This design comes from an exercise in tuning for small area on the open sky130 flow, not from production work.
Only simulation tests tie the RTL to the original design; equivalence was not proved.
No activity file was given, so power comes from the tool's default toggle rates.

==> flow/design.v, too long to show whole: its modules and the start of the top module <==
// module ff: 14 lines
// module alu: 376 lines
// module regfile: 285 lines
// module mux_alu_op_a: 30 lines
// module mux_alu_op_b: 24 lines
// module mux_int_bus: 38 lines
// module mux_mem_addr: 34 lines
// module mux_mem_dout: 31 lines
// module datapath: 219 lines
// module fsm: 847 lines
// module decoder: 1981 lines
// module controller: 149 lines
// module cpu: 151 lines
// module memory_control: 55 lines
// module z80: 95 lines
module z80 (
    input clk,
    input n_reset,
    input n_int,
    input n_nmi,
    input [7:0] din,
    output reg n_iorq,
    output reg n_halt,
    output reg n_m1,
    output reg n_mreq,
    output reg n_rd,
    output reg n_wr,
    output reg [15:0] addr,
    output reg [7:0] dout,
    output reg dout_en
);
  // ...
==> flow/run.sh <==
#!/bin/bash
# synth_recipe.tcl (not shown) runs the flow's synth.tcl, then flattens the netlist and writes it again
# the make line also repeats each setting of config.mk as NAME=value (left out here)
make -C /OpenROAD-flow-scripts/flow DESIGN_CONFIG=/design/flow/config.mk WORK_HOME=/design/flow/orfs CLKGATE_MAP_FILE= SYNTH_SCRIPT=/design/flow/synth_recipe.tcl finish
==> flow/config.mk <==
export PLATFORM = sky130hd
export DESIGN_NAME = z80
export DESIGN_NICKNAME = z80
export VERILOG_FILES = /design/flow/design.v
export SDC_FILE = /design/flow/constraint.sdc
export NUM_CORES = 4
export LEC_CHECK = 0
export CAP_MARGIN = 20
export CORE_MARGIN = 2
export CORE_UTILIZATION = 30
export SLEW_MARGIN = 20
==> flow/constraint.sdc <==
create_clock -name core_clock -period 12.0 [get_ports {clk}]
set_input_delay 2.4000 -clock core_clock [delete_from_list [all_inputs] [get_ports {clk}]]
set_output_delay 2.4000 -clock core_clock [all_outputs]
set_load 0.01 [all_outputs]
==> reports/qor.csv, run 1 <==
stage,metric,value,unit
status,outcome,"complete, no violations",
final_layout,n_all_inverters,108,
final_layout,clk_share,0.0406,
global_routing,gr-usage-met3,0.210,
timing,layout_setup_ws,669,ps
global_routing,grt_pass1_wl,407000,um
setup_path,critPathCapture,cpu_i.datapath_i.regfile_i.b[5],
timing,fmax,88.3,MHz
power_and_ir_drop,vdd_ir_drop_max,127,uV
timing,tightest_slew,1330,ps
yosys,async_flop_share,1.00,
final_layout,n_all_buffers,549,
floorplanning,die-area,120000,um2
power_and_ir_drop,maxPowerGroup,combinational logic,
yosys,post_synth_fa_ha_maj_area_fraction,0.0268,
final_layout,multi_input_cells,3946,
place,postPlaceCellArea,40200,um2
power_and_ir_drop,power,6.97,mW
min_path,hold_path.class,register to register,
global_routing,use_met2,0.681,
final_layout,layout.nets,5098,
setup_path,start_kind,register,
final_layout,fin_util,0.362,
yosys,synth.net_count,4844,
cts,postCtsHoldBufs,0,
yosys,yosys.area_share.simple,0.313,
floorplanning,dieHeight,346,um
cts,clock-root-buffer,clkbuf_16,
setup_path,crit_fanout,20,
place,globalplace.congestion,1.15,
global_routing,grt_pass1_vias,43583,
final_layout,seq_area_frac,0.218,
detailed_routing,dr_wl_met3,43600,um
final_layout,multi_input_area_share,0.581,
timing,clock-skew-final,71.5,ps
power_and_ir_drop,swShare,0.526,
power_and_ir_drop,p_switching,3.66,mW
detailed_routing,via_per_inst,7.21,
place,place_ws,1100,ps
setup_path,reg2reg_to,cpu_i.datapath_i.regfile_i.b[5],
power_and_ir_drop,clk-power,1.61,mW
==> module mux_alu_op_a, before the edit <==
module mux_alu_op_a (
    input [5-1:0] data_select,
    input [7:0] regfile_out_8bit_a,
    input [15:0] regfile_out_16bit_a,
    input [15:0] reg_mem_addr,
    input [7:0] reg_mem_din_hi,
    input [7:0] reg_mem_din_lo,
    input [15:0] reg_pc,
    input [7:0] reg_int_ctrl,
    output reg [15:0] data_out
);
localparam MUX_ALU_OP_A_IDX_REGFILE_OUT_16BIT_A  = 0;
localparam MUX_ALU_OP_A_IDX_REG_MEM_ADDR         = 1;
localparam MUX_ALU_OP_A_IDX_REG_MEM_DIN          = 2;
localparam MUX_ALU_OP_A_IDX_REG_PC               = 3;
localparam MUX_ALU_OP_A_IDX_REG_INT_CTRL         = 4;
always @* begin
    data_out = { 8'h00, regfile_out_8bit_a };
    if (data_select[MUX_ALU_OP_A_IDX_REGFILE_OUT_16BIT_A])
        data_out = regfile_out_16bit_a;
    if (data_select[MUX_ALU_OP_A_IDX_REG_MEM_ADDR])
        data_out = reg_mem_addr;
    if (data_select[MUX_ALU_OP_A_IDX_REG_MEM_DIN])
        data_out = { reg_mem_din_hi, reg_mem_din_lo };
    if (data_select[MUX_ALU_OP_A_IDX_REG_PC])
        data_out = reg_pc;
    if (data_select[MUX_ALU_OP_A_IDX_REG_INT_CTRL])
        data_out = { 8'h00, reg_int_ctrl };
end
endmodule
==> module mux_alu_op_b, before the edit <==
module mux_alu_op_b (
    input [4-1:0] data_select,
    input [7:0] regfile_out_8bit_b,
    input [15:0] regfile_out_16bit_b,
    input [7:0] reg_mem_din_hi,
    input [7:0] reg_mem_din_lo,
    output reg [15:0] data_out
);
localparam MUX_ALU_OP_B_IDX_REGFILE_OUT_16BIT_B    = 0;
localparam MUX_ALU_OP_B_IDX_REG_MEM_DIN            = 1;
localparam MUX_ALU_OP_B_IDX_REG_MEM_DIN_LO_SGN_EXT = 2;
localparam MUX_ALU_OP_B_IDX_CONST2                 = 3;
always @* begin
    data_out = { 8'h00, regfile_out_8bit_b };
    if (data_select[MUX_ALU_OP_B_IDX_REGFILE_OUT_16BIT_B])
        data_out = regfile_out_16bit_b;
    if (data_select[MUX_ALU_OP_B_IDX_REG_MEM_DIN])
        data_out = { reg_mem_din_hi, reg_mem_din_lo };
    if (data_select[MUX_ALU_OP_B_IDX_REG_MEM_DIN_LO_SGN_EXT])
        data_out = { {8{reg_mem_din_lo[7]}}, reg_mem_din_lo };
    if (data_select[MUX_ALU_OP_B_IDX_CONST2])
        data_out = 16'h0002;
end
endmodule
==> module mux_int_bus, before the edit <==
module mux_int_bus (
    input [7-1:0] data_select,
    input [15:0] alu_out,
    input [7:0] reg_int_ctrl,
    input [7:0] reg_mem_din_lo,
    input [7:0] reg_mem_din_hi,
    input [15:0] reg_pc,
    input [7:0] reg_pc_lo_direct,
    input [7:0] regfile_out_8bit_a,
    input [15:0] regfile_out_16bit_a,
    input [15:0] regfile_out_16bit_b,
    output reg [15:0] data_out
);
localparam MUX_INT_BUS_IDX_REG_INT_CTRL        = 0;
localparam MUX_INT_BUS_IDX_REG_MEM_DIN         = 1;
localparam MUX_INT_BUS_IDX_REG_PC              = 2;
localparam MUX_INT_BUS_IDX_REG_PC_DIRECT       = 3;
localparam MUX_INT_BUS_IDX_REGFILE_OUT_8BIT_A  = 4;
localparam MUX_INT_BUS_IDX_REGFILE_OUT_16BIT_A = 5;
localparam MUX_INT_BUS_IDX_REGFILE_OUT_16BIT_B = 6;
always @* begin
    data_out = alu_out;
    if (data_select[MUX_INT_BUS_IDX_REG_INT_CTRL])
        data_out = { 8'h00, reg_int_ctrl };
    if (data_select[MUX_INT_BUS_IDX_REG_MEM_DIN])
        data_out = { reg_mem_din_hi, reg_mem_din_lo };
    if (data_select[MUX_INT_BUS_IDX_REG_PC])
        data_out = reg_pc;
    if (data_select[MUX_INT_BUS_IDX_REG_PC_DIRECT])
        data_out = { 8'h00, reg_pc_lo_direct };
    if (data_select[MUX_INT_BUS_IDX_REGFILE_OUT_8BIT_A])
        data_out = regfile_out_8bit_a;
    if (data_select[MUX_INT_BUS_IDX_REGFILE_OUT_16BIT_A])
        data_out = regfile_out_16bit_a;
    if (data_select[MUX_INT_BUS_IDX_REGFILE_OUT_16BIT_B])
        data_out = regfile_out_16bit_b;
end
endmodule
==> module mux_mem_addr, before the edit <==
module mux_mem_addr (
    input [6-1:0] data_select,
    input [15:0] alu_out,
    input [7:0] reg_int_ctrl,
    input [15:0] reg_mem_addr,
    input [7:0] reg_mem_din_hi,
    input [7:0] reg_mem_din_lo,
    input [15:0] reg_pc,
    input [7:0] regfile_out_8bit_b,
    input [15:0] regfile_out_16bit_b,
    output reg [15:0] data_out
);
localparam MUX_MEM_ADDR_IDX_INT_ADDR            = 0;
localparam MUX_MEM_ADDR_IDX_REG_IMM             = 1;
localparam MUX_MEM_ADDR_IDX_REG_MEM_DIN         = 2;
localparam MUX_MEM_ADDR_IDX_REG_MEM_ADDR        = 3;
localparam MUX_MEM_ADDR_IDX_REG_PC              = 4;
localparam MUX_MEM_ADDR_IDX_REGFILE_OUT_16BIT_B = 5;
always @* begin
    data_out = alu_out;
    if (data_select[MUX_MEM_ADDR_IDX_INT_ADDR])
        data_out = { reg_int_ctrl, reg_mem_din_lo[7:1], 1'b0 };
    if (data_select[MUX_MEM_ADDR_IDX_REG_IMM])
        data_out = { regfile_out_8bit_b, reg_mem_din_lo };
    if (data_select[MUX_MEM_ADDR_IDX_REG_MEM_ADDR])
        data_out = reg_mem_addr;
    if (data_select[MUX_MEM_ADDR_IDX_REG_MEM_DIN])
        data_out = { reg_mem_din_hi, reg_mem_din_lo };
    if (data_select[MUX_MEM_ADDR_IDX_REG_PC])
        data_out = reg_pc;
    if (data_select[MUX_MEM_ADDR_IDX_REGFILE_OUT_16BIT_B])
        data_out = regfile_out_16bit_b;
end
endmodule
==> run 2: changes to the inputs <==
--- a/flow/design.v
+++ b/flow/design.v
@@ -17,3 +17,3 @@
 module alu (
-    input [37-1:0] mode,
+    input [6-1:0] mode,
     input [15:0] op_a,
@@ -26,40 +26,40 @@
 );
-localparam ALU_MODE_ADD       = 37'h0000000000;
-localparam ALU_MODE_ADC       = 37'h0000000001;
-localparam ALU_MODE_SUB       = 37'h0000000002;
-localparam ALU_MODE_SBC       = 37'h0000000004;
-localparam ALU_MODE_ADD_16BIT = 37'h0000000008;
-localparam ALU_MODE_ADC_16BIT = 37'h0000000010;
-localparam ALU_MODE_SBC_16BIT = 37'h0000000020;
-localparam ALU_MODE_AND       = 37'h0000000040;
-localparam ALU_MODE_OR        = 37'h0000000080;
-localparam ALU_MODE_XOR       = 37'h0000000100;
-localparam ALU_MODE_CP        = 37'h0000000200;
-localparam ALU_MODE_INC       = 37'h0000000400;
-localparam ALU_MODE_DEC       = 37'h0000000800;
-localparam ALU_MODE_CPL       = 37'h0000001000;
-localparam ALU_MODE_NEG       = 37'h0000002000;
-localparam ALU_MODE_CCF       = 37'h0000004000;
-localparam ALU_MODE_SCF       = 37'h0000008000;
-localparam ALU_MODE_RLCA      = 37'h0000010000;
-localparam ALU_MODE_RLA       = 37'h0000020000;
-localparam ALU_MODE_RRCA      = 37'h0000040000;
-localparam ALU_MODE_RRA       = 37'h0000080000;
-localparam ALU_MODE_RLC       = 37'h0000100000;
-localparam ALU_MODE_RL        = 37'h0000200000;
-localparam ALU_MODE_RRC       = 37'h0000400000;
-localparam ALU_MODE_RR        = 37'h0000800000;
-localparam ALU_MODE_SLA       = 37'h0001000000;
-localparam ALU_MODE_SRA       = 37'h0002000000;
-localparam ALU_MODE_SRL       = 37'h0004000000;
-localparam ALU_MODE_RLD       = 37'h0008000000;
-localparam ALU_MODE_RRD       = 37'h0010000000;
-localparam ALU_MODE_BIT       = 37'h0020000000;
-localparam ALU_MODE_SET       = 37'h0040000000;
-localparam ALU_MODE_RES       = 37'h0080000000;
-localparam ALU_MODE_IN        = 37'h0100000000;
-localparam ALU_MODE_INI       = 37'h0200000000;
-localparam ALU_MODE_LDAI      = 37'h0400000000;
-localparam ALU_MODE_CPB       = 37'h0800000000;
-localparam ALU_MODE_DAA       = 37'h1000000000;
+localparam ALU_MODE_ADD       = 6'd0;
+localparam ALU_MODE_ADC       = 6'd1;
+localparam ALU_MODE_SUB       = 6'd2;
+localparam ALU_MODE_SBC       = 6'd3;
+localparam ALU_MODE_ADD_16BIT = 6'd4;
+localparam ALU_MODE_ADC_16BIT = 6'd5;
+localparam ALU_MODE_SBC_16BIT = 6'd6;
+localparam ALU_MODE_AND       = 6'd7;
+localparam ALU_MODE_OR        = 6'd8;
+localparam ALU_MODE_XOR       = 6'd9;
+localparam ALU_MODE_CP        = 6'd10;
+localparam ALU_MODE_INC       = 6'd11;
+localparam ALU_MODE_DEC       = 6'd12;
+localparam ALU_MODE_CPL       = 6'd13;
+localparam ALU_MODE_NEG       = 6'd14;
+localparam ALU_MODE_CCF       = 6'd15;
+localparam ALU_MODE_SCF       = 6'd16;
+localparam ALU_MODE_RLCA      = 6'd17;
+localparam ALU_MODE_RLA       = 6'd18;
+localparam ALU_MODE_RRCA      = 6'd19;
+localparam ALU_MODE_RRA       = 6'd20;
+localparam ALU_MODE_RLC       = 6'd21;
+localparam ALU_MODE_RL        = 6'd22;
+localparam ALU_MODE_RRC       = 6'd23;
+localparam ALU_MODE_RR        = 6'd24;
+localparam ALU_MODE_SLA       = 6'd25;
+localparam ALU_MODE_SRA       = 6'd26;
+localparam ALU_MODE_SRL       = 6'd27;
+localparam ALU_MODE_RLD       = 6'd28;
+localparam ALU_MODE_RRD       = 6'd29;
+localparam ALU_MODE_BIT       = 6'd30;
+localparam ALU_MODE_SET       = 6'd31;
+localparam ALU_MODE_RES       = 6'd32;
+localparam ALU_MODE_IN        = 6'd33;
+localparam ALU_MODE_INI       = 6'd34;
+localparam ALU_MODE_LDAI      = 6'd35;
+localparam ALU_MODE_CPB       = 6'd36;
+localparam ALU_MODE_DAA       = 6'd37;
 localparam FLAG_IDX_S  = 5;
@@ -70,169 +70,95 @@
 localparam FLAG_IDX_C  = 0;
-reg [15:0] a, b;
-reg sub, carry;
-reg cin, cin0, cout3, cin7, cout7, cout11, cin15, cout15;
-reg [15:0] daa_tmp;
+wire m_adc   = (mode == ALU_MODE_ADC);
+wire m_sub   = (mode == ALU_MODE_SUB);
+wire m_sbc   = (mode == ALU_MODE_SBC);
+wire m_add16 = (mode == ALU_MODE_ADD_16BIT);
+wire m_adc16 = (mode == ALU_MODE_ADC_16BIT);
+wire m_sbc16 = (mode == ALU_MODE_SBC_16BIT);
+wire m_and   = (mode == ALU_MODE_AND);
+wire m_or    = (mode == ALU_MODE_OR);
+wire m_xor   = (mode == ALU_MODE_XOR);
+wire m_cp    = (mode == ALU_MODE_CP);
+wire m_inc   = (mode == ALU_MODE_INC);
+wire m_dec   = (mode == ALU_MODE_DEC);
+wire m_cpl   = (mode == ALU_MODE_CPL);
+wire m_neg   = (mode == ALU_MODE_NEG);
+wire m_ccf   = (mode == ALU_MODE_CCF);
+wire m_scf   = (mode == ALU_MODE_SCF);
+wire m_rlca  = (mode == ALU_MODE_RLCA);
+wire m_rla   = (mode == ALU_MODE_RLA);
+wire m_rrca  = (mode == ALU_MODE_RRCA);
+wire m_rra   = (mode == ALU_MODE_RRA);
+wire m_rlc   = (mode == ALU_MODE_RLC);
+wire m_rl    = (mode == ALU_MODE_RL);
+wire m_rrc   = (mode == ALU_MODE_RRC);
+wire m_rr    = (mode == ALU_MODE_RR);
+wire m_sla   = (mode == ALU_MODE_SLA);
+wire m_sra   = (mode == ALU_MODE_SRA);
+wire m_srl   = (mode == ALU_MODE_SRL);
+wire m_rld   = (mode == ALU_MODE_RLD);
+wire m_rrd   = (mode == ALU_MODE_RRD);
+wire m_bit   = (mode == ALU_MODE_BIT);
+wire m_set   = (mode == ALU_MODE_SET);
+wire m_res   = (mode == ALU_MODE_RES);
+wire m_in    = (mode == ALU_MODE_IN);
+wire m_ini   = (mode == ALU_MODE_INI);
+wire m_ldai  = (mode == ALU_MODE_LDAI);
+wire m_cpb   = (mode == ALU_MODE_CPB);
+wire m_daa   = (mode == ALU_MODE_DAA);
+wire cin = flags_in[FLAG_IDX_C];
+wire m_logic = m_and | m_or | m_xor;
+wire m_rotl  = m_rlca | m_rlc | m_rla | m_rl | m_sla;
+wire m_rotr  = m_rrca | m_rrc | m_rra | m_rr | m_sra | m_srl;
+wire m_arith = ~(m_logic | m_rotl | m_rotr | m_set | m_res | m_cpl |
+                 m_rld | m_rrd | m_daa);
+wire sub   = m_sub | m_sbc | m_sbc16 | m_cp | m_neg | m_cpb;
+wire carry = m_adc | m_adc16 | m_sbc | m_sbc16;
+wire cin0  = sub ^ (carry & cin);
+wire [15:0] add_a = m_neg ? 16'h0000 : op_a;
+wire [15:0] add_b = sub ? ~op_b :
+                    m_inc ? 16'h0001 :
+                    (m_dec | m_ini) ? 16'hFFFF : op_b;
+wire [4:0] s0 = { 1'b0, add_a[3:0] } + { 1'b0, add_b[3:0] } + { 4'b0000, cin0 };
+wire [3:0] s1 = { 1'b0, add_a[6:4] } + { 1'b0, add_b[6:4] } + { 3'b000, s0[4] };
+wire       s7 = add_a[7] ^ add_b[7] ^ s1[3];
+wire       c7 = (s1[3] & (add_a[7] ^ add_b[7])) | (add_a[7] & add_b[7]);
+wire [4:0] s2 = { 1'b0, add_a[11:8] } + { 1'b0, add_b[11:8] } + { 4'b0000, c7 };
+wire [3:0] s3 = { 1'b0, add_a[14:12] } + { 1'b0, add_b[14:12] } + { 3'b000, s2[4] };
+wire       s15 = add_a[15] ^ add_b[15] ^ s3[3];
+wire       c15 = (s3[3] & (add_a[15] ^ add_b[15])) | (add_a[15] & add_b[15]);
+wire [15:0] sum = { s15, s3[2:0], s2[3:0], s7, s1[2:0], s0[3:0] };
+wire cout3  = s0[4] & m_arith;
+wire cin7   = s1[3] & m_arith;
+wire cout7  = c7 & m_arith;
+wire cout11 = s2[4] & m_arith;
+wire cin15  = s3[3] & m_arith;
+wire cout15 = c15 & m_arith;
+wire [7:0] bitmask = 8'h01 << bitselect;
+wire [7:0] da = op_a[7:0];
+wire       daa_n = flags_in[FLAG_IDX_N];
+wire       daa_lo = (da[3:0] > 4'h9) | flags_in[FLAG_IDX_H];
+wire [7:0] daa_t = daa_lo ? (daa_n ? da - 8'h06 : da + 8'h06) : da;
+wire       daa_tc = daa_lo & (daa_n ? (da < 8'h06) : (da >= 8'hFA));
+wire       daa_hi = (daa_t[7:4] > 4'h9) | cin;
+wire [7:0] daa_out = daa_hi ? { daa_n ? daa_t[7:4] - 4'h6 : daa_t[7:4] + 4'h6, daa_t[3:0] } : daa_t;
+wire       daa_c = cin | (daa_hi & (daa_tc | (daa_n ? (daa_t < 8'h60) : (daa_t[7:4] > 4'h9))));
+wire       daa_h = daa_lo ? (daa_n ? (da[3:0] < 4'h6) : (da[3:0] > 4'h9)) : flags_in[FLAG_IDX_H];
 always @* begin
-    a = op_a;
-    b = op_b;
+    data_out = ({16{m_arith}} & sum)
+             | ({16{m_and}} & (op_a & op_b))
+             | ({16{m_or}}  & (op_a | op_b))
+             | ({16{m_xor}} & (op_a ^ op_b))
+             | ({16{m_cpl}} & ~op_a)
+             | ({16{m_set}} & (op_a | { 8'h00, bitmask }))
+             | ({16{m_res}} & (op_a & { 8'hFF, ~bitmask }))
+             | ({16{m_rld}} & { op_b[3:0], op_a[3:0], op_a[7:4], op_b[7:4] })
+             | ({16{m_rrd}} & { op_a[3:0], op_b[7:4], op_a[7:4], op_b[3:0] })
+             | ({16{m_daa}} & { 8'h00, daa_out })
+             | ({16{m_rotl}} & { 8'h00, op_a[6:0],
+                   (m_rlca | m_rlc) & op_a[7] | (m_rla | m_rl) & cin })
+             | ({16{m_rotr}} & { 8'h00,
+                   (m_rrca | m_rrc) & op_a[0] | (m_rra | m_rr) & cin | m_sra & op_a[7],
+                   op_a[7:1] });
+    flags_out = flags_in;
     case (mode)
-        ALU_MODE_SUB,
-        ALU_MODE_SBC,
-        ALU_MODE_SBC_16BIT,
-        ALU_MODE_CP,
-        ALU_MODE_CPB: begin
-            b = ~op_b;
-        end
-        ALU_MODE_INC: begin
-            b = 16'h0001;
-        end
-        ALU_MODE_DEC,
-        ALU_MODE_INI: begin
-            b = 16'hFFFF;
-        end
-        ALU_MODE_NEG: begin
-            a = 16'h00;
-            b = ~op_b;
-        end
-        default: begin
-            a = op_a;
-            b = op_b;
-        end
-    endcase
-    daa_tmp = op_a;
-    data_out = op_a;
-    flags_out[FLAG_IDX_S]  = flags_in[FLAG_IDX_S];
-    flags_out[FLAG_IDX_Z]  = flags_in[FLAG_IDX_Z];
-    flags_out[FLAG_IDX_H]  = flags_in[FLAG_IDX_H];
-    flags_out[FLAG_IDX_PV] = flags_in[FLAG_IDX_PV];
-    flags_out[FLAG_IDX_N]  = flags_in[FLAG_IDX_N];
-    flags_out[FLAG_IDX_C]  = flags_in[FLAG_IDX_C];
-    sub = ((mode == ALU_MODE_SUB)       || (mode == ALU_MODE_SBC) ||
-           (mode == ALU_MODE_SBC_16BIT) || (mode == ALU_MODE_CP)  ||
-           (mode == ALU_MODE_NEG)       || (mode == ALU_MODE_CPB));
-    carry = ((mode == ALU_MODE_ADC) || (mode == ALU_MODE_ADC_16BIT) ||
-             (mode == ALU_MODE_SBC) || (mode == ALU_MODE_SBC_16BIT));
-    cin    = flags_in[FLAG_IDX_C];
-    cin0   = sub ^ (carry && cin);
-    cout3  = 1'b0;
-    cin7   = 1'b0;
-    cout7  = 1'b0;
-    cout11 = 1'b0;
-    cin15  = 1'b0;
-    cout15 = 1'b0;
-    case (mode)
-        default: begin
-            { cout3, data_out[3:0] } =
-                { 1'b0, a[3:0] } + { 1'b0, b[3:0] } + { 4'b0000, cin0 };
-            { cin7, data_out[6:4] } =
-                { 1'b0, a[6:4] } + { 1'b0, b[6:4] } + { 3'b000, cout3 };
-            data_out[7] = (a[7] ^ b[7]) ^ cin7;
-            cout7 = (cin7 & (a[7] ^ b[7])) | (a[7] & b[7]);
-            { cout11, data_out[11:8] } =
-                { 1'b0, a[11:8] } + { 1'b0, b[11:8] } + { 4'b0000, cout7 };
-            { cin15, data_out[14:12] } =
-                { 1'b0, a[14:12] } + { 1'b0, b[14:12] } + { 3'b000, cout11 };
-            data_out[15] = (a[15] ^ b[15]) ^ cin15;
-            cout15 = (cin15 & (a[15] ^ b[15])) | (a[15] & b[15]);
-        end
-        ALU_MODE_AND:
-            data_out = a & b;
-        ALU_MODE_OR:
-            data_out = a | b;
-        ALU_MODE_XOR:
-            data_out = a ^ b;
-        ALU_MODE_RLCA,
-        ALU_MODE_RLC:
-            data_out = { a[6:0], a[7] };
-        ALU_MODE_RLA,
-        ALU_MODE_RL:
-            data_out = { a[6:0], cin };
-        ALU_MODE_RRCA,
-        ALU_MODE_RRC:
-            data_out = { a[0], a[7:1] };
-        ALU_MODE_RRA,
-        ALU_MODE_RR:
-            data_out = { cin, a[7:1] };
-        ALU_MODE_SLA:
-            data_out = { a[6:0], 1'b0 };
-        ALU_MODE_SRA:
-            data_out = { a[7], a[7:1] };
-        ALU_MODE_SRL:
-            data_out = { 1'b0, a[7:1] };
-        ALU_MODE_SET: begin
-            case (bitselect)
-                3'b000: data_out = a | 16'h0001;
-                3'b001: data_out = a | 16'h0002;
-                3'b010: data_out = a | 16'h0004;
-                3'b011: data_out = a | 16'h0008;
-                3'b100: data_out = a | 16'h0010;
-                3'b101: data_out = a | 16'h0020;
-                3'b110: data_out = a | 16'h0040;
-                3'b111: data_out = a | 16'h0080;
-            endcase
-        end
-        ALU_MODE_RES: begin
-            case (bitselect)
-                3'b000: data_out = a & ~16'h0001;
-                3'b001: data_out = a & ~16'h0002;
-                3'b010: data_out = a & ~16'h0004;
-                3'b011: data_out = a & ~16'h0008;
-                3'b100: data_out = a & ~16'h0010;
-                3'b101: data_out = a & ~16'h0020;
-                3'b110: data_out = a & ~16'h0040;
-                3'b111: data_out = a & ~16'h0080;
-            endcase
-        end
-        ALU_MODE_CPL:
-            data_out = a ^ 16'hFFFF;
-        ALU_MODE_RLD:
-            data_out = { b[3:0], a[3:0], a[7:4], b[7:4] };
-        ALU_MODE_RRD:
-            data_out = { a[3:0], b[7:4], a[7:4], b[3:0] };
-        ALU_MODE_DAA: begin
-            if (flags_in[FLAG_IDX_N]) begin
-                if (a[3:0] > 4'h9 || flags_in[FLAG_IDX_H]) begin
-                    flags_out[FLAG_IDX_H] = (a[3:0] < 4'h6);
-                    daa_tmp = a + 16'hfffa;
-                end
-                else begin
-                    daa_tmp = a;
-                end
-                if (daa_tmp[7:4] > 4'h9 || flags_in[FLAG_IDX_C]) begin
-                    data_out = daa_tmp + 16'hffa0;
-                    if (daa_tmp[15] || daa_tmp[7:0] < 8'h60)
-                        flags_out[FLAG_IDX_C] = 1'b1;
-                end
-                else begin
-                    data_out = daa_tmp;
-                end
-            end
-            else begin
-                if (a[3:0] > 4'h9 || flags_in[FLAG_IDX_H]) begin
-                    flags_out[FLAG_IDX_H] = (a[3:0] > 4'h9);
-                    daa_tmp = a + 16'h0006;
-                end
-                else begin
-                    daa_tmp = a;
-                end
-                if (daa_tmp[7:4] > 4'h9 || flags_in[FLAG_IDX_C]) begin
-                    data_out = daa_tmp + 16'h0060;
-                    if (daa_tmp[8] || daa_tmp[7:4] > 4'h9)
-                        flags_out[FLAG_IDX_C] = 1'b1;
-                end
-                else begin
-                    data_out = daa_tmp;
-                end
-            end
-        end
-    endcase
-    case (mode)
-        default: begin
-            flags_out[FLAG_IDX_S]  = data_out[7];
-            flags_out[FLAG_IDX_Z]  = ~|data_out[7:0];
-            flags_out[FLAG_IDX_H]  = cout3;
-            flags_out[FLAG_IDX_PV] = cin7 ^ cout7;
-            flags_out[FLAG_IDX_N]  = 1'b0;
-            flags_out[FLAG_IDX_C]  = cout7;
-        end
         ALU_MODE_INC: begin
@@ -258,3 +184,3 @@
             flags_out[FLAG_IDX_Z]  = ~|data_out[7:0];
-            flags_out[FLAG_IDX_H]  = (a[3:0] == 4'h0);
+            flags_out[FLAG_IDX_H]  = (op_a[3:0] == 4'h0);
             flags_out[FLAG_IDX_PV] = cin7 ^ cout7;
@@ -304,3 +230,3 @@
             flags_out[FLAG_IDX_N] = 1'b0;
-            flags_out[FLAG_IDX_C] = a[7];
+            flags_out[FLAG_IDX_C] = op_a[7];
         end
@@ -310,3 +236,3 @@
             flags_out[FLAG_IDX_N] = 1'b0;
-            flags_out[FLAG_IDX_C] = a[0];
+            flags_out[FLAG_IDX_C] = op_a[0];
         end
@@ -320,3 +246,3 @@
             flags_out[FLAG_IDX_N]  = 1'b0;
-            flags_out[FLAG_IDX_C]  = a[7];
+            flags_out[FLAG_IDX_C]  = op_a[7];
         end
@@ -331,6 +257,6 @@
             flags_out[FLAG_IDX_N]  = 1'b0;
-            flags_out[FLAG_IDX_C]  = a[0];
+            flags_out[FLAG_IDX_C]  = op_a[0];
         end
         ALU_MODE_BIT: begin
-            flags_out[FLAG_IDX_Z] = (a[{ 1'b0, bitselect }] == 1'b0);
+            flags_out[FLAG_IDX_Z] = ~|(op_a[7:0] & bitmask);
             flags_out[FLAG_IDX_H] = 1'b1;
@@ -339,9 +265,11 @@
         ALU_MODE_DAA: begin
-            flags_out[FLAG_IDX_S] = data_out[7];
-            flags_out[FLAG_IDX_Z] = ~|data_out[7:0];
+            flags_out[FLAG_IDX_S]  = data_out[7];
+            flags_out[FLAG_IDX_Z]  = ~|data_out[7:0];
+            flags_out[FLAG_IDX_H]  = daa_h;
             flags_out[FLAG_IDX_PV] = ~^data_out[7:0];
+            flags_out[FLAG_IDX_C]  = daa_c;
         end
         ALU_MODE_LDAI: begin
-            flags_out[FLAG_IDX_S]  = a[7];
-            flags_out[FLAG_IDX_Z]  = ~|a[7:0];
+            flags_out[FLAG_IDX_S]  = op_a[7];
+            flags_out[FLAG_IDX_Z]  = ~|op_a[7:0];
             flags_out[FLAG_IDX_H]  = 1'b0;
@@ -361,5 +289,5 @@
         ALU_MODE_CCF: begin
-            flags_out[FLAG_IDX_H] = flags_in[FLAG_IDX_C];
+            flags_out[FLAG_IDX_H] = cin;
             flags_out[FLAG_IDX_N] = 1'b0;
-            flags_out[FLAG_IDX_C] = ~flags_in[FLAG_IDX_C];
+            flags_out[FLAG_IDX_C] = ~cin;
         end
@@ -379,6 +307,6 @@
         ALU_MODE_IN: begin
-            flags_out[FLAG_IDX_S]  = a[7];
-            flags_out[FLAG_IDX_Z]  = ~|a[7:0];
+            flags_out[FLAG_IDX_S]  = op_a[7];
+            flags_out[FLAG_IDX_Z]  = ~|op_a[7:0];
             flags_out[FLAG_IDX_H]  = 1'b0;
-            flags_out[FLAG_IDX_PV] = ~^a[7:0];
+            flags_out[FLAG_IDX_PV] = ~^op_a[7:0];
             flags_out[FLAG_IDX_N]  = 1'b0;
@@ -389,2 +317,10 @@
         end
+        default: begin  
+            flags_out[FLAG_IDX_S]  = data_out[7];
+            flags_out[FLAG_IDX_Z]  = ~|data_out[7:0];
+            flags_out[FLAG_IDX_H]  = cout3;
+            flags_out[FLAG_IDX_PV] = cin7 ^ cout7;
+            flags_out[FLAG_IDX_N]  = 1'b0;
+            flags_out[FLAG_IDX_C]  = cout7;
+        end
     endcase
@@ -695,14 +631,10 @@
 localparam MUX_ALU_OP_A_IDX_REG_INT_CTRL         = 4;
+wire sel_8bit = ~|data_select;
 always @* begin
-    data_out = { 8'h00, regfile_out_8bit_a };
-    if (data_select[MUX_ALU_OP_A_IDX_REGFILE_OUT_16BIT_A])
-        data_out = regfile_out_16bit_a;
-    if (data_select[MUX_ALU_OP_A_IDX_REG_MEM_ADDR])
-        data_out = reg_mem_addr;
-    if (data_select[MUX_ALU_OP_A_IDX_REG_MEM_DIN])
-        data_out = { reg_mem_din_hi, reg_mem_din_lo };
-    if (data_select[MUX_ALU_OP_A_IDX_REG_PC])
-        data_out = reg_pc;
-    if (data_select[MUX_ALU_OP_A_IDX_REG_INT_CTRL])
-        data_out = { 8'h00, reg_int_ctrl };
+    data_out = ({16{sel_8bit}} & { 8'h00, regfile_out_8bit_a })
+             | ({16{data_select[MUX_ALU_OP_A_IDX_REGFILE_OUT_16BIT_A]}} & regfile_out_16bit_a)
+             | ({16{data_select[MUX_ALU_OP_A_IDX_REG_MEM_ADDR]}} & reg_mem_addr)
+             | ({16{data_select[MUX_ALU_OP_A_IDX_REG_MEM_DIN]}} & { reg_mem_din_hi, reg_mem_din_lo })
+             | ({16{data_select[MUX_ALU_OP_A_IDX_REG_PC]}} & reg_pc)
+             | ({16{data_select[MUX_ALU_OP_A_IDX_REG_INT_CTRL]}} & { 8'h00, reg_int_ctrl });
 end
@@ -722,12 +654,9 @@
 localparam MUX_ALU_OP_B_IDX_CONST2                 = 3;
+wire sel_8bit = ~|data_select;
 always @* begin
-    data_out = { 8'h00, regfile_out_8bit_b };
-    if (data_select[MUX_ALU_OP_B_IDX_REGFILE_OUT_16BIT_B])
-        data_out = regfile_out_16bit_b;
-    if (data_select[MUX_ALU_OP_B_IDX_REG_MEM_DIN])
-        data_out = { reg_mem_din_hi, reg_mem_din_lo };
-    if (data_select[MUX_ALU_OP_B_IDX_REG_MEM_DIN_LO_SGN_EXT])
-        data_out = { {8{reg_mem_din_lo[7]}}, reg_mem_din_lo };
-    if (data_select[MUX_ALU_OP_B_IDX_CONST2])
-        data_out = 16'h0002;
+    data_out = ({16{sel_8bit}} & { 8'h00, regfile_out_8bit_b })
+             | ({16{data_select[MUX_ALU_OP_B_IDX_REGFILE_OUT_16BIT_B]}} & regfile_out_16bit_b)
+             | ({16{data_select[MUX_ALU_OP_B_IDX_REG_MEM_DIN]}} & { reg_mem_din_hi, reg_mem_din_lo })
+             | ({16{data_select[MUX_ALU_OP_B_IDX_REG_MEM_DIN_LO_SGN_EXT]}} & { {8{reg_mem_din_lo[7]}}, reg_mem_din_lo })
+             | ({16{data_select[MUX_ALU_OP_B_IDX_CONST2]}} & 16'h0002);
 end
@@ -755,18 +684,12 @@
 localparam MUX_INT_BUS_IDX_REGFILE_OUT_16BIT_B = 6;
+wire sel_alu = ~|data_select;
 always @* begin
-    data_out = alu_out;
-    if (data_select[MUX_INT_BUS_IDX_REG_INT_CTRL])
-        data_out = { 8'h00, reg_int_ctrl };
-    if (data_select[MUX_INT_BUS_IDX_REG_MEM_DIN])
-        data_out = { reg_mem_din_hi, reg_mem_din_lo };
-    if (data_select[MUX_INT_BUS_IDX_REG_PC])
-        data_out = reg_pc;
-    if (data_select[MUX_INT_BUS_IDX_REG_PC_DIRECT])
-        data_out = { 8'h00, reg_pc_lo_direct };
-    if (data_select[MUX_INT_BUS_IDX_REGFILE_OUT_8BIT_A])
-        data_out = regfile_out_8bit_a;
-    if (data_select[MUX_INT_BUS_IDX_REGFILE_OUT_16BIT_A])
-        data_out = regfile_out_16bit_a;
-    if (data_select[MUX_INT_BUS_IDX_REGFILE_OUT_16BIT_B])
-        data_out = regfile_out_16bit_b;
+    data_out = ({16{sel_alu}} & alu_out)
+             | ({16{data_select[MUX_INT_BUS_IDX_REG_INT_CTRL]}} & { 8'h00, reg_int_ctrl })
+             | ({16{data_select[MUX_INT_BUS_IDX_REG_MEM_DIN]}} & { reg_mem_din_hi, reg_mem_din_lo })
+             | ({16{data_select[MUX_INT_BUS_IDX_REG_PC]}} & reg_pc)
+             | ({16{data_select[MUX_INT_BUS_IDX_REG_PC_DIRECT]}} & { 8'h00, reg_pc_lo_direct })
+             | ({16{data_select[MUX_INT_BUS_IDX_REGFILE_OUT_8BIT_A]}} & { 8'h00, regfile_out_8bit_a })
+             | ({16{data_select[MUX_INT_BUS_IDX_REGFILE_OUT_16BIT_A]}} & regfile_out_16bit_a)
+             | ({16{data_select[MUX_INT_BUS_IDX_REGFILE_OUT_16BIT_B]}} & regfile_out_16bit_b);
 end
@@ -792,16 +715,11 @@
 localparam MUX_MEM_ADDR_IDX_REGFILE_OUT_16BIT_B = 5;
+wire sel_alu = ~|data_select;
 always @* begin
-    data_out = alu_out;
-    if (data_select[MUX_MEM_ADDR_IDX_INT_ADDR])
-        data_out = { reg_int_ctrl, reg_mem_din_lo[7:1], 1'b0 };
-    if (data_select[MUX_MEM_ADDR_IDX_REG_IMM])
-        data_out = { regfile_out_8bit_b, reg_mem_din_lo };
-    if (data_select[MUX_MEM_ADDR_IDX_REG_MEM_ADDR])
-        data_out = reg_mem_addr;
-    if (data_select[MUX_MEM_ADDR_IDX_REG_MEM_DIN])
-        data_out = { reg_mem_din_hi, reg_mem_din_lo };
-    if (data_select[MUX_MEM_ADDR_IDX_REG_PC])
-        data_out = reg_pc;
-    if (data_select[MUX_MEM_ADDR_IDX_REGFILE_OUT_16BIT_B])
-        data_out = regfile_out_16bit_b;
+    data_out = ({16{sel_alu}} & alu_out)
+             | ({16{data_select[MUX_MEM_ADDR_IDX_INT_ADDR]}} & { reg_int_ctrl, reg_mem_din_lo[7:1], 1'b0 })
+             | ({16{data_select[MUX_MEM_ADDR_IDX_REG_IMM]}} & { regfile_out_8bit_b, reg_mem_din_lo })
+             | ({16{data_select[MUX_MEM_ADDR_IDX_REG_MEM_ADDR]}} & reg_mem_addr)
+             | ({16{data_select[MUX_MEM_ADDR_IDX_REG_MEM_DIN]}} & { reg_mem_din_hi, reg_mem_din_lo })
+             | ({16{data_select[MUX_MEM_ADDR_IDX_REG_PC]}} & reg_pc)
+             | ({16{data_select[MUX_MEM_ADDR_IDX_REGFILE_OUT_16BIT_B]}} & regfile_out_16bit_b);
 end
@@ -824,16 +742,11 @@
 localparam MUX_MEM_DOUT_IDX_REGFILE_OUT_16BIT_A_LO = 5;
+wire sel_lo = ~|data_select;
 always @* begin
-    data_out = reg_mem_dout[7:0];
-    if (data_select[MUX_MEM_DOUT_IDX_REG_MEM_DOUT_HI])
-        data_out = reg_mem_dout[15:8];
-    if (data_select[MUX_MEM_DOUT_IDX_REG_MEM_DIN_LO])
-        data_out = reg_mem_din_lo;
-    if (data_select[MUX_MEM_DOUT_IDX_REG_PC_LO])
-        data_out = reg_pc[7:0];
-    if (data_select[MUX_MEM_DOUT_IDX_REG_PC_HI])
-        data_out = reg_pc[15:8];
-    if (data_select[MUX_MEM_DOUT_IDX_REGFILE_OUT_8BIT_A])
-        data_out = regfile_out_8bit_a;
-    if (data_select[MUX_MEM_DOUT_IDX_REGFILE_OUT_16BIT_A_LO])
-        data_out = regfile_out_16bit_a[7:0];
+    data_out = ({8{sel_lo}} & reg_mem_dout[7:0])
+             | ({8{data_select[MUX_MEM_DOUT_IDX_REG_MEM_DOUT_HI]}} & reg_mem_dout[15:8])
+             | ({8{data_select[MUX_MEM_DOUT_IDX_REG_MEM_DIN_LO]}} & reg_mem_din_lo)
+             | ({8{data_select[MUX_MEM_DOUT_IDX_REG_PC_LO]}} & reg_pc[7:0])
+             | ({8{data_select[MUX_MEM_DOUT_IDX_REG_PC_HI]}} & reg_pc[15:8])
+             | ({8{data_select[MUX_MEM_DOUT_IDX_REGFILE_OUT_8BIT_A]}} & regfile_out_8bit_a)
+             | ({8{data_select[MUX_MEM_DOUT_IDX_REGFILE_OUT_16BIT_A_LO]}} & regfile_out_16bit_a[7:0]);
 end
@@ -846,3 +759,3 @@
     input alu_iff2,
-    input [37-1:0] alu_mode,
+    input [6-1:0] alu_mode,
     input [7:0] mem_din,
@@ -860,3 +773,3 @@
     input reg_mem_dout_we,
-    input [7-1:0] reg_op_prefix_next,
+    input [3-1:0] reg_op_prefix_next,
     input reg_op_prefix_we,
@@ -882,3 +795,3 @@
     output [7:0] reg_instr,
-    output [7-1:0] reg_op_prefix
+    output [3-1:0] reg_op_prefix
 );
@@ -987,3 +900,3 @@
 );
-ff #(.WIDTH(7)) reg_op_prefix_i (
+ff #(.WIDTH(3)) reg_op_prefix_i (
     .clk(clk),
@@ -1073,3 +986,3 @@
     input [7:0] reg_instr,
-    input [7-1:0] reg_op_prefix,
+    input [3-1:0] reg_op_prefix,
     input regfile_flag_s,
@@ -1086,50 +999,50 @@
     output reg [2-1:0] int_mode,
-    output reg [46-1:0] state
+    output reg [6-1:0] state
 );
-localparam FSM_STATE_IDLE              = 46'h000000000000;
-localparam FSM_STATE_INSTR_FETCH1_1    = 46'h000000000003;
-localparam FSM_STATE_INSTR_FETCH1_2    = 46'h000000000005;
-localparam FSM_STATE_INSTR_FETCH1_3    = 46'h000000000009;
-localparam FSM_STATE_INSTR_FETCH2_1    = 46'h000000000011;
-localparam FSM_STATE_INSTR_FETCH2_2    = 46'h000000000021;
-localparam FSM_STATE_INSTR_FETCH2_3    = 46'h000000000041;
-localparam FSM_STATE_INSTR_FETCH3_1    = 46'h000000000081;
-localparam FSM_STATE_INSTR_FETCH3_2    = 46'h000000000101;
-localparam FSM_STATE_INSTR_FETCH3_3    = 46'h000000000201;
-localparam FSM_STATE_OP_FETCH1_1       = 46'h000000000401;
-localparam FSM_STATE_OP_FETCH1_2       = 46'h000000000801;
-localparam FSM_STATE_OP_FETCH1_3       = 46'h000000001001;
-localparam FSM_STATE_OP_FETCH2_1       = 46'h000000002001;
-localparam FSM_STATE_OP_FETCH2_2       = 46'h000000004001;
-localparam FSM_STATE_OP_FETCH2_3       = 46'h000000008001;
-localparam FSM_STATE_MEM_READ1_1       = 46'h000000010001;
-localparam FSM_STATE_MEM_READ1_2       = 46'h000000020001;
-localparam FSM_STATE_MEM_READ1_3       = 46'h000000040001;
-localparam FSM_STATE_MEM_READ2_1       = 46'h000000080001;
-localparam FSM_STATE_MEM_READ2_2       = 46'h000000100001;
-localparam FSM_STATE_MEM_READ2_3       = 46'h000000200001;
-localparam FSM_STATE_MEM_WRITE1_1      = 46'h000000400001;
-localparam FSM_STATE_MEM_WRITE1_2      = 46'h000000800001;
-localparam FSM_STATE_MEM_WRITE1_3      = 46'h000001000001;
-localparam FSM_STATE_MEM_WRITE2_1      = 46'h000002000001;
-localparam FSM_STATE_MEM_WRITE2_2      = 46'h000004000001;
-localparam FSM_STATE_MEM_WRITE2_3      = 46'h000008000001;
-localparam FSM_STATE_IO_READ_1         = 46'h000010000001;
-localparam FSM_STATE_IO_READ_2         = 46'h000020000001;
-localparam FSM_STATE_IO_READ_3         = 46'h000040000001;
-localparam FSM_STATE_IO_WRITE_1        = 46'h000080000001;
-localparam FSM_STATE_IO_WRITE_2        = 46'h000100000001;
-localparam FSM_STATE_IO_WRITE_3        = 46'h000200000001;
-localparam FSM_STATE_ACK_INT_1         = 46'h000400000001;
-localparam FSM_STATE_ACK_INT_2         = 46'h000800000001;
-localparam FSM_STATE_ACK_INT_3         = 46'h001000000001;
-localparam FSM_STATE_ACK_INT_4         = 46'h002000000001;
-localparam FSM_STATE_ACK_NMI_1         = 46'h004000000001;
-localparam FSM_STATE_ACK_NMI_2         = 46'h008000000001;
-localparam FSM_STATE_PRE_INSTR_FETCH_1 = 46'h010000000001;
-localparam FSM_STATE_PRE_MEM_READ_1    = 46'h020000000001;
-localparam FSM_STATE_PRE_MEM_READ_2    = 46'h040000000001;
-localparam FSM_STATE_PRE_MEM_WRITE_1   = 46'h080000000001;
-localparam FSM_STATE_PRE_MEM_WRITE_2   = 46'h100000000001;
-localparam FSM_STATE_BLOCK_TRANSFER    = 46'h200000000001;
+localparam FSM_STATE_IDLE              = 6'd0;
+localparam FSM_STATE_INSTR_FETCH1_1    = 6'd1;
+localparam FSM_STATE_INSTR_FETCH1_2    = 6'd2;
+localparam FSM_STATE_INSTR_FETCH1_3    = 6'd3;
+localparam FSM_STATE_INSTR_FETCH2_1    = 6'd4;
+localparam FSM_STATE_INSTR_FETCH2_2    = 6'd5;
+localparam FSM_STATE_INSTR_FETCH2_3    = 6'd6;
+localparam FSM_STATE_INSTR_FETCH3_1    = 6'd7;
+localparam FSM_STATE_INSTR_FETCH3_2    = 6'd8;
+localparam FSM_STATE_INSTR_FETCH3_3    = 6'd9;
+localparam FSM_STATE_OP_FETCH1_1       = 6'd10;
+localparam FSM_STATE_OP_FETCH1_2       = 6'd11;
+localparam FSM_STATE_OP_FETCH1_3       = 6'd12;
+localparam FSM_STATE_OP_FETCH2_1       = 6'd13;
+localparam FSM_STATE_OP_FETCH2_2       = 6'd14;
+localparam FSM_STATE_OP_FETCH2_3       = 6'd15;
+localparam FSM_STATE_MEM_READ1_1       = 6'd16;
+localparam FSM_STATE_MEM_READ1_2       = 6'd17;
+localparam FSM_STATE_MEM_READ1_3       = 6'd18;
+localparam FSM_STATE_MEM_READ2_1       = 6'd19;
+localparam FSM_STATE_MEM_READ2_2       = 6'd20;
+localparam FSM_STATE_MEM_READ2_3       = 6'd21;
+localparam FSM_STATE_MEM_WRITE1_1      = 6'd22;
+localparam FSM_STATE_MEM_WRITE1_2      = 6'd23;
+localparam FSM_STATE_MEM_WRITE1_3      = 6'd24;
+localparam FSM_STATE_MEM_WRITE2_1      = 6'd25;
+localparam FSM_STATE_MEM_WRITE2_2      = 6'd26;
+localparam FSM_STATE_MEM_WRITE2_3      = 6'd27;
+localparam FSM_STATE_IO_READ_1         = 6'd28;
+localparam FSM_STATE_IO_READ_2         = 6'd29;
+localparam FSM_STATE_IO_READ_3         = 6'd30;
+localparam FSM_STATE_IO_WRITE_1        = 6'd31;
+localparam FSM_STATE_IO_WRITE_2        = 6'd32;
+localparam FSM_STATE_IO_WRITE_3        = 6'd33;
+localparam FSM_STATE_ACK_INT_1         = 6'd34;
+localparam FSM_STATE_ACK_INT_2         = 6'd35;
+localparam FSM_STATE_ACK_INT_3         = 6'd36;
+localparam FSM_STATE_ACK_INT_4         = 6'd37;
+localparam FSM_STATE_ACK_NMI_1         = 6'd38;
+localparam FSM_STATE_ACK_NMI_2         = 6'd39;
+localparam FSM_STATE_PRE_INSTR_FETCH_1 = 6'd40;
+localparam FSM_STATE_PRE_MEM_READ_1    = 6'd41;
+localparam FSM_STATE_PRE_MEM_READ_2    = 6'd42;
+localparam FSM_STATE_PRE_MEM_WRITE_1   = 6'd43;
+localparam FSM_STATE_PRE_MEM_WRITE_2   = 6'd44;
+localparam FSM_STATE_BLOCK_TRANSFER    = 6'd45;
 localparam INT_MODE_0 = 2'b00;
@@ -1137,9 +1050,9 @@
 localparam INT_MODE_2 = 2'b10;
-localparam OP_PREFIX_NONE  = 7'h00;
-localparam OP_PREFIX_DD    = 7'h03;
-localparam OP_PREFIX_FD    = 7'h05;
-localparam OP_PREFIX_ED    = 7'h09;
-localparam OP_PREFIX_CB    = 7'h11;
-localparam OP_PREFIX_DD_CB = 7'h21;
-localparam OP_PREFIX_FD_CB = 7'h41;
+localparam OP_PREFIX_NONE  = 3'd0;
+localparam OP_PREFIX_DD    = 3'd1;
+localparam OP_PREFIX_FD    = 3'd2;
+localparam OP_PREFIX_ED    = 3'd3;
+localparam OP_PREFIX_CB    = 3'd4;
+localparam OP_PREFIX_DD_CB = 3'd5;
+localparam OP_PREFIX_FD_CB = 3'd6;
 reg int_done;
@@ -1150,3 +1063,3 @@
 reg cond;
-reg [46-1:0] state_next;
+reg [6-1:0] state_next;
 always @(posedge clk or negedge n_reset) begin
@@ -1917,3 +1830,3 @@
     input [7:0] reg_instr,
-    input [7-1:0] reg_op_prefix,
+    input [3-1:0] reg_op_prefix,
     input regfile_b_zero,
@@ -1924,6 +1837,6 @@
     input regfile_flag_c,
-    input [46-1:0] state,
+    input [6-1:0] state,
     output reg [2:0] alu_bitselect,
     output reg alu_iff2,
-    output reg [37-1:0] alu_mode,
+    output reg [6-1:0] alu_mode,
     output reg int_disable,
@@ -1952,3 +1865,3 @@
     output reg reg_mem_dout_we,
-    output reg [7-1:0] reg_op_prefix_next,
+    output reg [3-1:0] reg_op_prefix_next,
     output reg reg_op_prefix_we,
@@ -1966,86 +1879,86 @@
 );
-localparam ALU_MODE_ADD       = 37'h0000000000;
-localparam ALU_MODE_ADC       = 37'h0000000001;
-localparam ALU_MODE_SUB       = 37'h0000000002;
-localparam ALU_MODE_SBC       = 37'h0000000004;
-localparam ALU_MODE_ADD_16BIT = 37'h0000000008;
-localparam ALU_MODE_ADC_16BIT = 37'h0000000010;
-localparam ALU_MODE_SBC_16BIT = 37'h0000000020;
-localparam ALU_MODE_AND       = 37'h0000000040;
-localparam ALU_MODE_OR        = 37'h0000000080;
-localparam ALU_MODE_XOR       = 37'h0000000100;
-localparam ALU_MODE_CP        = 37'h0000000200;
-localparam ALU_MODE_INC       = 37'h0000000400;
-localparam ALU_MODE_DEC       = 37'h0000000800;
-localparam ALU_MODE_CPL       = 37'h0000001000;
-localparam ALU_MODE_NEG       = 37'h0000002000;
-localparam ALU_MODE_CCF       = 37'h0000004000;
-localparam ALU_MODE_SCF       = 37'h0000008000;
-localparam ALU_MODE_RLCA      = 37'h0000010000;
-localparam ALU_MODE_RLA       = 37'h0000020000;
-localparam ALU_MODE_RRCA      = 37'h0000040000;
-localparam ALU_MODE_RRA       = 37'h0000080000;
-localparam ALU_MODE_RLC       = 37'h0000100000;
-localparam ALU_MODE_RL        = 37'h0000200000;
-localparam ALU_MODE_RRC       = 37'h0000400000;
-localparam ALU_MODE_RR        = 37'h0000800000;
-localparam ALU_MODE_SLA       = 37'h0001000000;
-localparam ALU_MODE_SRA       = 37'h0002000000;
-localparam ALU_MODE_SRL       = 37'h0004000000;
-localparam ALU_MODE_RLD       = 37'h0008000000;
-localparam ALU_MODE_RRD       = 37'h0010000000;
-localparam ALU_MODE_BIT       = 37'h0020000000;
-localparam ALU_MODE_SET       = 37'h0040000000;
-localparam ALU_MODE_RES       = 37'h0080000000;
-localparam ALU_MODE_IN        = 37'h0100000000;
-localparam ALU_MODE_INI       = 37'h0200000000;
-localparam ALU_MODE_LDAI      = 37'h0400000000;
-localparam ALU_MODE_CPB       = 37'h0800000000;
-localparam ALU_MODE_DAA       = 37'h1000000000;
-localparam FSM_STATE_IDLE              = 46'h000000000000;
-localparam FSM_STATE_INSTR_FETCH1_1    = 46'h000000000003;
-localparam FSM_STATE_INSTR_FETCH1_2    = 46'h000000000005;
-localparam FSM_STATE_INSTR_FETCH1_3    = 46'h000000000009;
-localparam FSM_STATE_INSTR_FETCH2_1    = 46'h000000000011;
-localparam FSM_STATE_INSTR_FETCH2_2    = 46'h000000000021;
-localparam FSM_STATE_INSTR_FETCH2_3    = 46'h000000000041;
-localparam FSM_STATE_INSTR_FETCH3_1    = 46'h000000000081;
-localparam FSM_STATE_INSTR_FETCH3_2    = 46'h000000000101;
-localparam FSM_STATE_INSTR_FETCH3_3    = 46'h000000000201;
-localparam FSM_STATE_OP_FETCH1_1       = 46'h000000000401;
-localparam FSM_STATE_OP_FETCH1_2       = 46'h000000000801;
-localparam FSM_STATE_OP_FETCH1_3       = 46'h000000001001;
-localparam FSM_STATE_OP_FETCH2_1       = 46'h000000002001;
-localparam FSM_STATE_OP_FETCH2_2       = 46'h000000004001;
-localparam FSM_STATE_OP_FETCH2_3       = 46'h000000008001;
-localparam FSM_STATE_MEM_READ1_1       = 46'h000000010001;
-localparam FSM_STATE_MEM_READ1_2       = 46'h000000020001;
-localparam FSM_STATE_MEM_READ1_3       = 46'h000000040001;
-localparam FSM_STATE_MEM_READ2_1       = 46'h000000080001;
-localparam FSM_STATE_MEM_READ2_2       = 46'h000000100001;
-localparam FSM_STATE_MEM_READ2_3       = 46'h000000200001;
-localparam FSM_STATE_MEM_WRITE1_1      = 46'h000000400001;
-localparam FSM_STATE_MEM_WRITE1_2      = 46'h000000800001;
-localparam FSM_STATE_MEM_WRITE1_3      = 46'h000001000001;
-localparam FSM_STATE_MEM_WRITE2_1      = 46'h000002000001;
-localparam FSM_STATE_MEM_WRITE2_2      = 46'h000004000001;
-localparam FSM_STATE_MEM_WRITE2_3      = 46'h000008000001;
-localparam FSM_STATE_IO_READ_1         = 46'h000010000001;
-localparam FSM_STATE_IO_READ_2         = 46'h000020000001;
-localparam FSM_STATE_IO_READ_3         = 46'h000040000001;
-localparam FSM_STATE_IO_WRITE_1        = 46'h000080000001;
-localparam FSM_STATE_IO_WRITE_2        = 46'h000100000001;
-localparam FSM_STATE_IO_WRITE_3        = 46'h000200000001;
-localparam FSM_STATE_ACK_INT_1         = 46'h000400000001;
-localparam FSM_STATE_ACK_INT_2         = 46'h000800000001;
-localparam FSM_STATE_ACK_INT_3         = 46'h001000000001;
-localparam FSM_STATE_ACK_INT_4         = 46'h002000000001;
-localparam FSM_STATE_ACK_NMI_1         = 46'h004000000001;
-localparam FSM_STATE_ACK_NMI_2         = 46'h008000000001;
-localparam FSM_STATE_PRE_INSTR_FETCH_1 = 46'h010000000001;
-localparam FSM_STATE_PRE_MEM_READ_1    = 46'h020000000001;
-localparam FSM_STATE_PRE_MEM_READ_2    = 46'h040000000001;
-localparam FSM_STATE_PRE_MEM_WRITE_1   = 46'h080000000001;
-localparam FSM_STATE_PRE_MEM_WRITE_2   = 46'h100000000001;
-localparam FSM_STATE_BLOCK_TRANSFER    = 46'h200000000001;
+localparam ALU_MODE_ADD       = 6'd0;
+localparam ALU_MODE_ADC       = 6'd1;
+localparam ALU_MODE_SUB       = 6'd2;
+localparam ALU_MODE_SBC       = 6'd3;
+localparam ALU_MODE_ADD_16BIT = 6'd4;
+localparam ALU_MODE_ADC_16BIT = 6'd5;
+localparam ALU_MODE_SBC_16BIT = 6'd6;
+localparam ALU_MODE_AND       = 6'd7;
+localparam ALU_MODE_OR        = 6'd8;
+localparam ALU_MODE_XOR       = 6'd9;
+localparam ALU_MODE_CP        = 6'd10;
+localparam ALU_MODE_INC       = 6'd11;
+localparam ALU_MODE_DEC       = 6'd12;
+localparam ALU_MODE_CPL       = 6'd13;
+localparam ALU_MODE_NEG       = 6'd14;
+localparam ALU_MODE_CCF       = 6'd15;
+localparam ALU_MODE_SCF       = 6'd16;
+localparam ALU_MODE_RLCA      = 6'd17;
+localparam ALU_MODE_RLA       = 6'd18;
+localparam ALU_MODE_RRCA      = 6'd19;
+localparam ALU_MODE_RRA       = 6'd20;
+localparam ALU_MODE_RLC       = 6'd21;
+localparam ALU_MODE_RL        = 6'd22;
+localparam ALU_MODE_RRC       = 6'd23;
+localparam ALU_MODE_RR        = 6'd24;
+localparam ALU_MODE_SLA       = 6'd25;
+localparam ALU_MODE_SRA       = 6'd26;
+localparam ALU_MODE_SRL       = 6'd27;
+localparam ALU_MODE_RLD       = 6'd28;
+localparam ALU_MODE_RRD       = 6'd29;
+localparam ALU_MODE_BIT       = 6'd30;
+localparam ALU_MODE_SET       = 6'd31;
+localparam ALU_MODE_RES       = 6'd32;
+localparam ALU_MODE_IN        = 6'd33;
+localparam ALU_MODE_INI       = 6'd34;
+localparam ALU_MODE_LDAI      = 6'd35;
+localparam ALU_MODE_CPB       = 6'd36;
+localparam ALU_MODE_DAA       = 6'd37;
+localparam FSM_STATE_IDLE              = 6'd0;
+localparam FSM_STATE_INSTR_FETCH1_1    = 6'd1;
+localparam FSM_STATE_INSTR_FETCH1_2    = 6'd2;
+localparam FSM_STATE_INSTR_FETCH1_3    = 6'd3;
+localparam FSM_STATE_INSTR_FETCH2_1    = 6'd4;
+localparam FSM_STATE_INSTR_FETCH2_2    = 6'd5;
+localparam FSM_STATE_INSTR_FETCH2_3    = 6'd6;
+localparam FSM_STATE_INSTR_FETCH3_1    = 6'd7;
+localparam FSM_STATE_INSTR_FETCH3_2    = 6'd8;
+localparam FSM_STATE_INSTR_FETCH3_3    = 6'd9;
+localparam FSM_STATE_OP_FETCH1_1       = 6'd10;
+localparam FSM_STATE_OP_FETCH1_2       = 6'd11;
+localparam FSM_STATE_OP_FETCH1_3       = 6'd12;
+localparam FSM_STATE_OP_FETCH2_1       = 6'd13;
+localparam FSM_STATE_OP_FETCH2_2       = 6'd14;
+localparam FSM_STATE_OP_FETCH2_3       = 6'd15;
+localparam FSM_STATE_MEM_READ1_1       = 6'd16;
+localparam FSM_STATE_MEM_READ1_2       = 6'd17;
+localparam FSM_STATE_MEM_READ1_3       = 6'd18;
+localparam FSM_STATE_MEM_READ2_1       = 6'd19;
+localparam FSM_STATE_MEM_READ2_2       = 6'd20;
+localparam FSM_STATE_MEM_READ2_3       = 6'd21;
+localparam FSM_STATE_MEM_WRITE1_1      = 6'd22;
+localparam FSM_STATE_MEM_WRITE1_2      = 6'd23;
+localparam FSM_STATE_MEM_WRITE1_3      = 6'd24;
+localparam FSM_STATE_MEM_WRITE2_1      = 6'd25;
+localparam FSM_STATE_MEM_WRITE2_2      = 6'd26;
+localparam FSM_STATE_MEM_WRITE2_3      = 6'd27;
+localparam FSM_STATE_IO_READ_1         = 6'd28;
+localparam FSM_STATE_IO_READ_2         = 6'd29;
+localparam FSM_STATE_IO_READ_3         = 6'd30;
+localparam FSM_STATE_IO_WRITE_1        = 6'd31;
+localparam FSM_STATE_IO_WRITE_2        = 6'd32;
+localparam FSM_STATE_IO_WRITE_3        = 6'd33;
+localparam FSM_STATE_ACK_INT_1         = 6'd34;
+localparam FSM_STATE_ACK_INT_2         = 6'd35;
+localparam FSM_STATE_ACK_INT_3         = 6'd36;
+localparam FSM_STATE_ACK_INT_4         = 6'd37;
+localparam FSM_STATE_ACK_NMI_1         = 6'd38;
+localparam FSM_STATE_ACK_NMI_2         = 6'd39;
+localparam FSM_STATE_PRE_INSTR_FETCH_1 = 6'd40;
+localparam FSM_STATE_PRE_MEM_READ_1    = 6'd41;
+localparam FSM_STATE_PRE_MEM_READ_2    = 6'd42;
+localparam FSM_STATE_PRE_MEM_WRITE_1   = 6'd43;
+localparam FSM_STATE_PRE_MEM_WRITE_2   = 6'd44;
+localparam FSM_STATE_BLOCK_TRANSFER    = 6'd45;
 localparam INT_MODE_0 = 2'b00;
@@ -2086,9 +1999,9 @@
 localparam MUX_MEM_DOUT_SEL_REGFILE_OUT_16BIT_A_LO = 6'h20;
-localparam OP_PREFIX_NONE  = 7'h00;
-localparam OP_PREFIX_DD    = 7'h03;
-localparam OP_PREFIX_FD    = 7'h05;
-localparam OP_PREFIX_ED    = 7'h09;
-localparam OP_PREFIX_CB    = 7'h11;
-localparam OP_PREFIX_DD_CB = 7'h21;
-localparam OP_PREFIX_FD_CB = 7'h41;
+localparam OP_PREFIX_NONE  = 3'd0;
+localparam OP_PREFIX_DD    = 3'd1;
+localparam OP_PREFIX_FD    = 3'd2;
+localparam OP_PREFIX_ED    = 3'd3;
+localparam OP_PREFIX_CB    = 3'd4;
+localparam OP_PREFIX_DD_CB = 3'd5;
+localparam OP_PREFIX_FD_CB = 3'd6;
 localparam REG_SELECT_8BIT_A = 7'h01;
@@ -2135,3 +2048,3 @@
 reg [14-1:0] reg_select_16bit_write;
-reg [37-1:0] alu_mode_select;
+reg [6-1:0] alu_mode_select;
 always @* begin
@@ -3898,3 +3811,3 @@
     input [7:0] reg_instr,
-    input [7-1:0] reg_op_prefix,
+    input [3-1:0] reg_op_prefix,
     input regfile_b_zero,
@@ -3907,3 +3820,3 @@
     output alu_iff2,
-    output [37-1:0] alu_mode,
+    output [6-1:0] alu_mode,
     output halt_n_halt,
@@ -3929,3 +3842,3 @@
     output reg_mem_dout_we,
-    output [7-1:0] reg_op_prefix_next,
+    output [3-1:0] reg_op_prefix_next,
     output reg_op_prefix_we,
@@ -3954,3 +3867,3 @@
 wire int_restore;
-wire [46-1:0] state;
+wire [6-1:0] state;
 fsm fsm_i (
@@ -4062,3 +3975,3 @@
 wire alu_iff2;
-wire [37-1:0] alu_mode;
+wire [6-1:0] alu_mode;
 wire [5-1:0] mux_alu_op_a_sel;
@@ -4076,4 +3989,4 @@
 wire reg_mem_dout_we;
-wire [7-1:0] reg_op_prefix;
-wire [7-1:0] reg_op_prefix_next;
+wire [3-1:0] reg_op_prefix;
+wire [3-1:0] reg_op_prefix_next;
 wire reg_op_prefix_we;
--- a/flow/config.mk
+++ b/flow/config.mk
@@ -7,5 +7,6 @@
 export LEC_CHECK = 0
-export CAP_MARGIN = 20
+export ABC_AREA = 1
+export CAP_MARGIN = 10
 export CORE_MARGIN = 2
-export CORE_UTILIZATION = 30
-export SLEW_MARGIN = 20
+export CORE_UTILIZATION = 55
+export SLEW_MARGIN = 10
==> reports/qor.csv, run 2 <==
stage,metric,value,unit,change
yosys,netlist_area,29800,um2,
yosys,synth_top_area_frac,0.264,,
status,outcome,stopped before the end,,
cts,postCtsSetupBuffers,0,,
floorplanning,start_util,0.555,,
yosys,yosysSeqAreaShare,0.270,,
cts,postCtsHoldBufs,0,,unchanged
cts,htreeDepth,2,,
yosys,yosys_register_bits,321,,
cts,clock_sink_count,321,,
status,lastStage,global routing,,
floorplanning,pin_count,43,,
cts,clock-root-buffer,clkbuf_16,,
place,globalplace.congestion,1.39,,+20%
yosys,avgSynthCellArea,6.40,um2,
cts,cts_buffer_depth,3,,
place,portBuffers,42,,
cts,cts_resized,0,,
yosys,synth_area_leader_cell,dfrtp_1,,
yosys,ys_types,87,,
cts,cts_inserted_buffers,37,,
yosys,ys_warn_count,14,,
yosys,yosysMostFrequentCell,nand2_1,,
yosys,synth.net_count,4755,,-1.8%
yosys,synth-edff-count,0,,
yosys,async_flop_share,1.00,,unchanged
floorplanning,die_w,237,um,
yosys,synthesis.instances,4660,,
floorplanning,num_rows,85,,
global_routing,grt_max_degree,162,,
status,first-error,[ERROR GRT-0116] Global routing finished with congestion. Check the congestion regions in the DRC Viewer.,,
yosys,synth_common_cells,"1168 x nand2_1, 558 x inv_1, 510 x nor2_1",,
yosys,ys.flop_type,dfrtp_1,,
place,dp_hpwl,139000,um,
floorplanning,dieHeight,237,um,-31%
yosys,yosys-top-cells-area,"dfrtp_1 26%, nand2_1 15%, o21ai_0 7.2%",,
-- run 2: changes by cell type after synthesis, sizes merged, moves of 47 or more --
cell	before	now
inv	106	623
a222oi	47	0
nor3	160	96
nand2	740	1246
a21oi	323	237
mux2i	48	1
clkbuf	232	85
mux2	55	4
buf	112	56
nand3	192	252
o21ai	369	460
nor4	112	33
nor2	487	574
-- run 2: how the worst max path moves through the flow --
stage,from,end,slack [ps]
2_1_floorplan,cpu_i.datapath_i.reg_instr_i.q[3],cpu_i.datapath_i.regfile_i.f[2],3520
3_3_place_gp,cpu_i.datapath_i.reg_instr_i.q[3],cpu_i.datapath_i.regfile_i.b[5],950
3_5_place_dp,cpu_i.datapath_i.reg_instr_i.q[3],cpu_i.datapath_i.regfile_i.b[5],950
4_1_cts,cpu_i.datapath_i.reg_instr_i.q[3],cpu_i.datapath_i.regfile_i.b[5],910
-- run 2: kinds of logic after synthesis --
kind of cell | Yosys count | synth area share
AND/OR/NAND/NOR | 2328 | 0.350
AO/OA/AOI/OAI | 1130 | 0.233
buffers and inverters | 775 | 0.104
flip-flops | 321 | 0.270
adder cells (fa/ha/maj) | 83 | 0.0373
XOR/XNOR | 18 | 0.00529
multiplexers | 5 | 0.00185
-- run 2: through the flow --
stage | worst slack [ps] | std cells | hold WS [ps] | instance area, um2
2_1_floorplan | 3520 | 4660 | 442 | 29800
3_3_place_gp | 948 | 5334 | 461 | 31100
3_5_place_dp | 952 | 5334 | 467 | 31100
4_1_cts | 913 | 5400 | 484 | 32300
-- run 2: power by group through the flow --
stage | logic [mW] | registers (mW) | clock network [mW]
2_1_floorplan | 4.56 | 1.57 | 0
3_3_place_gp | 7.31 | 1.77 | 0
3_5_place_dp | 7.39 | 1.78 | 0
4_1_cts | 7.44 | 1.76 | 1.20

## port drivers added, routing unchanged
In the flow no input, the clock included, has a driving cell. The finished layout below was timed again as built, in two steps.
Step 1: set_driving_cell puts a clkbuf_16 on clk and a buf_2 on each other input, an assumption about the parent block.
Step 2 adds t to the input delays and takes it off the output delays; t is the mean of the earliest and latest rising clock arrival at the registers after step 1. Input paths then give back, and output paths get back, about the clock's delay inside the block.
Three values: ideal ports, drivers, drivers and shift; two values: the first two.
run: run 1
shift t [ns]: 0.780
slack for setup (ns): 0.669 / 0.669 / 0.669
hold WS [ns]: 0.458 / 0.458 / 0.458
worst setup path after step 2: register to register
clock arrival spread, ns: 0.072 / 0.071
After both steps run 1 still meets setup and hold. The setup slack of run 1 moves by 0.000 ns with the drivers and by 0.000 ns with both steps.
